Context: an optimization exercise on an open-source flow, tuned for small area, a short achievable clock period and few clock cycles. The choices shown serve that exercise and are no tape-out recipe.
Only simulation tests tie the RTL to the original design; equivalence was not proved.

// Top
module Top(pts,led,out,clk,IN,wr_en,wr_a,wr_b,wr_w);
 input [2:0]pts;
 input [3:0]IN;
 input clk;
 output reg led;
 output reg [2:0]out;
 input wr_en;
 input [2:0]wr_a,wr_b;
 input [5:0]wr_w;
 reg tk_inp,start,reset;
 reg st_d;
 always@(posedge clk)
 begin
     tk_inp<=IN[1];
     start<=IN[2];
     reset<=IN[3];
     st_d<=start;
 end
 reg [2:0]i_state,f_state;
 wire ld=IN[1]&&!tk_inp;
 wire ld_src=ld&&!IN[0];
 always@(posedge clk)
 begin
     if(ld_src)
       i_state<=pts;
     if(ld&&IN[0])
       f_state<=pts;
 end
 wire [2:0]src_n=ld_src?pts:i_state;
 reg [5:0]wt[27:0];
 function integer eidx(input integer i,input integer j);
   integer lo,hi;
   begin
     lo=(i<j)?i:j;
     hi=(i<j)?j:i;
     eidx=lo*7-(lo*(lo-1))/2+(hi-lo-1);
   end
 endfunction
 genvar gi,gj;
 generate
   for(gi=0;gi<8;gi=gi+1)
   begin:wi
     for(gj=gi+1;gj<8;gj=gj+1)
     begin:wj
       always@(posedge clk)
         if(wr_en&&((wr_a==gi&&wr_b==gj)||(wr_a==gj&&wr_b==gi)))
  ...
export LEC_CHECK = 0
export CAP_MARGIN = 20
export CORE_MARGIN = 2
export CORE_UTILIZATION = 40
export CTS_BUF_LIST = sky130_fd_sc_hd__clkbuf_8
export CTS_CLUSTER_DIAMETER = 60
export CTS_CLUSTER_SIZE = 20
export SLEW_MARGIN = 20
create_clock -name core_clock -period 12.0 [get_ports {clk}]
standard.sh (not shown) runs the stock make flow with config.mk's settings and CLKGATE_MAP_FILE= SYNTH_SCRIPT=/design/flow/synth_recipe.tcl, a recipe that flattens the netlist after the stock synthesis.
==> flow/flow/run.sh <==
#!/bin/bash
# The standard layout, with repair_timing aiming for a larger setup slack
# than the 12 ns clock needs, so that the achieved period shrinks.
set -euo pipefail
bash standard.sh SETUP_SLACK_MARGIN=8.0 finish > standard.log 2>&1
Testbench counts at the start, summed over its fixed seeds: cycles 4,371.
Next try:
==> flow/flow/run.sh (replaced) <==
#!/bin/bash
# The standard layout, with repair_timing aiming for a larger setup slack
# than the 12 ns clock needs, so that the achieved period shrinks, and
# buf_4 cells as the port buffers.
set -euo pipefail
bash standard.sh SETUP_SLACK_MARGIN=8.0 "BUFFER_PORTS_ARGS=-buffer_cell sky130_fd_sc_hd__buf_4" finish > standard.log 2>&1
Settings changed: CTS_BUF_LIST sky130_fd_sc_hd__clkbuf_8 to sky130_fd_sc_hd__clkbuf_16, CTS_CLUSTER_DIAMETER 60 to 80, CTS_CLUSTER_SIZE 20 to 30.
Routed wire length goes down by 0.45%; core utilization goes up by 0.52 points; hold slack is better by 0.0073 ns; first-iteration DRC count goes down by 19%.
Next try:
==> flow/flow/run.sh (replaced) <==
#!/bin/bash
# The standard layout, with repair_timing aiming for a larger setup slack
# than the 12 ns clock needs, so that the achieved period shrinks.
set -euo pipefail
bash standard.sh SETUP_SLACK_MARGIN=8.0 finish > standard.log 2>&1
Settings changed: CTS_BUF_LIST sky130_fd_sc_hd__clkbuf_16 to default, CTS_CLUSTER_DIAMETER 80 to default, CTS_CLUSTER_SIZE 30 to default.
Outcome:
- The changed run ran to the end with no violations
- area after synthesis stays the same
- maximum frequency hardly moves
- final cell count came out higher slightly
- cell area went up by a few percent
Next try:
Settings changed: CTS_BUF_LIST from default to sky130_fd_sc_hd__clkbuf_16, CTS_CLUSTER_DIAMETER from default to 80, CTS_CLUSTER_SIZE from default to 30.
Outcome: Die area does not change. Sequential share of layout area rises by 1.0 points.

---

Another version of the RTL of Top (not shown whole).
Size in the first run: ~25 I/O pins.
==> flow/config.mk <==
export PLATFORM = sky130hd
export DESIGN_NAME = Top
export DESIGN_NICKNAME = Top
export VERILOG_FILES = /design/flow/design.v
export SDC_FILE = /design/flow/constraint.sdc
export NUM_CORES = 4
export LEC_CHECK = 0
export CAP_MARGIN = 20
export CORE_MARGIN = 2
export CORE_UTILIZATION = 40
export CTS_BUF_LIST = sky130_fd_sc_hd__clkbuf_16
export CTS_CLUSTER_DIAMETER = 80
export CTS_CLUSTER_SIZE = 30
export PLACE_DENSITY = 0.75
export SLEW_MARGIN = 20
==> flow/constraint.sdc <==
create_clock -name core_clock -period 12.0 [get_ports {clk}]
set_input_delay 2.4000 -clock core_clock [delete_from_list [all_inputs] [get_ports {clk}]]
set_output_delay 2.4000 -clock core_clock [all_outputs]
set_load 0.01 [all_outputs]
==> flow/flow/run.sh <==
#!/bin/bash
# The standard layout, with repair_timing aiming for a larger setup slack
# than the 12 ns clock needs, so that the achieved period shrinks, and
# buf_4 cells as the port buffers.
set -euo pipefail
bash standard.sh SETUP_SLACK_MARGIN=8.0 "BUFFER_PORTS_ARGS=-buffer_cell sky130_fd_sc_hd__buf_4" finish > standard.log 2>&1
The first run went through all stages and came out clean.
Testbench counts at the start, summed over its fixed seeds: cycles 4,371.
==> next run, changes <==
Settings changed: PLACE_DENSITY 0.75 to default.
Outcome:
- cell area hardly moves
- critical path depth goes up by 5
- first-iteration DRC count drops by a few percent
- sequential cell count does not change
- register-to-register slack is better by 0.05 ns
- hold slack improved by 0.013 ns
- count of clock-buffer cells in the layout does not change
- routed wire length came out higher by a few percent
- cell count hardly moves
==> next run, changes <==
Settings changed: CORE_UTILIZATION 40 to 55.
Fmax drops by 0.47%.
Die area drops by 27%.
Design area is about the same.
Setup slack loses 0.019 ns.
==> next run, changes <==
--- a/flow/flow/run.sh
+++ b/flow/flow/run.sh
@@ -5,2 +5,2 @@
 set -euo pipefail
-bash standard.sh SETUP_SLACK_MARGIN=8.0 "BUFFER_PORTS_ARGS=-buffer_cell sky130_fd_sc_hd__buf_4" finish > standard.log 2>&1
+bash standard.sh SETUP_SLACK_MARGIN=8.5 "BUFFER_PORTS_ARGS=-buffer_cell sky130_fd_sc_hd__buf_4" finish > standard.log 2>&1
Settings changed: CORE_UTILIZATION 55 to 40.
Die area grows by 37%.
Core utilization drops by 13 points.
Design area came out higher by 9.6%.
Global-route usage falls by 9.4 points.
Synthesized cell count is unchanged.
Clock-buffer cell count drops by 1.

[separate check: timing with driven ports]
In the flow no input, the clock included, has a driving cell. The finished layouts below were timed again as built, in two steps. Step 1 assumes that a clkbuf_16 drives the clock port and a buf_2 every other input. Step 2, shift: input delay + t, output delay - t, t = (earliest + latest rising clock arrival at the registers) / 2. This alone moves slack from input paths to output paths. Slacks: ideal ports / drivers / drivers and shift; pairs: ideal ports / drivers.
run	shift t [ns]	setup WS [ns]	clock arrival spread, ns
the first run of note 1	0.667	7.582 / 7.582 / 7.301	0.048 / 0.047
the second run of note 1	0.576	7.698 / 7.698 / 7.597	0.043 / 0.044
the third run of note 1	0.646	7.685 / 7.685 / 7.315	0.030 / 0.030
the fourth run of note 1	0.583	7.722 / 7.722 / 7.338	0.048 / 0.048
the first run of note 2	0.567	8.002 / 8.002 / 7.581	0.055 / 0.055
the second run of note 2	0.581	8.047 / 8.047 / 7.655	0.051 / 0.050
the third run of note 2	0.597	8.028 / 8.028 / 7.599	0.040 / 0.040
the fourth run of note 2	0.575	8.118 / 8.118 / 7.985	0.048 / 0.048
After both steps every run listed still meets setup and hold. For the third run of note 2, which loses most, drivers alone change the setup slack by 0.000 ns; drivers and shift together by -0.429 ns.
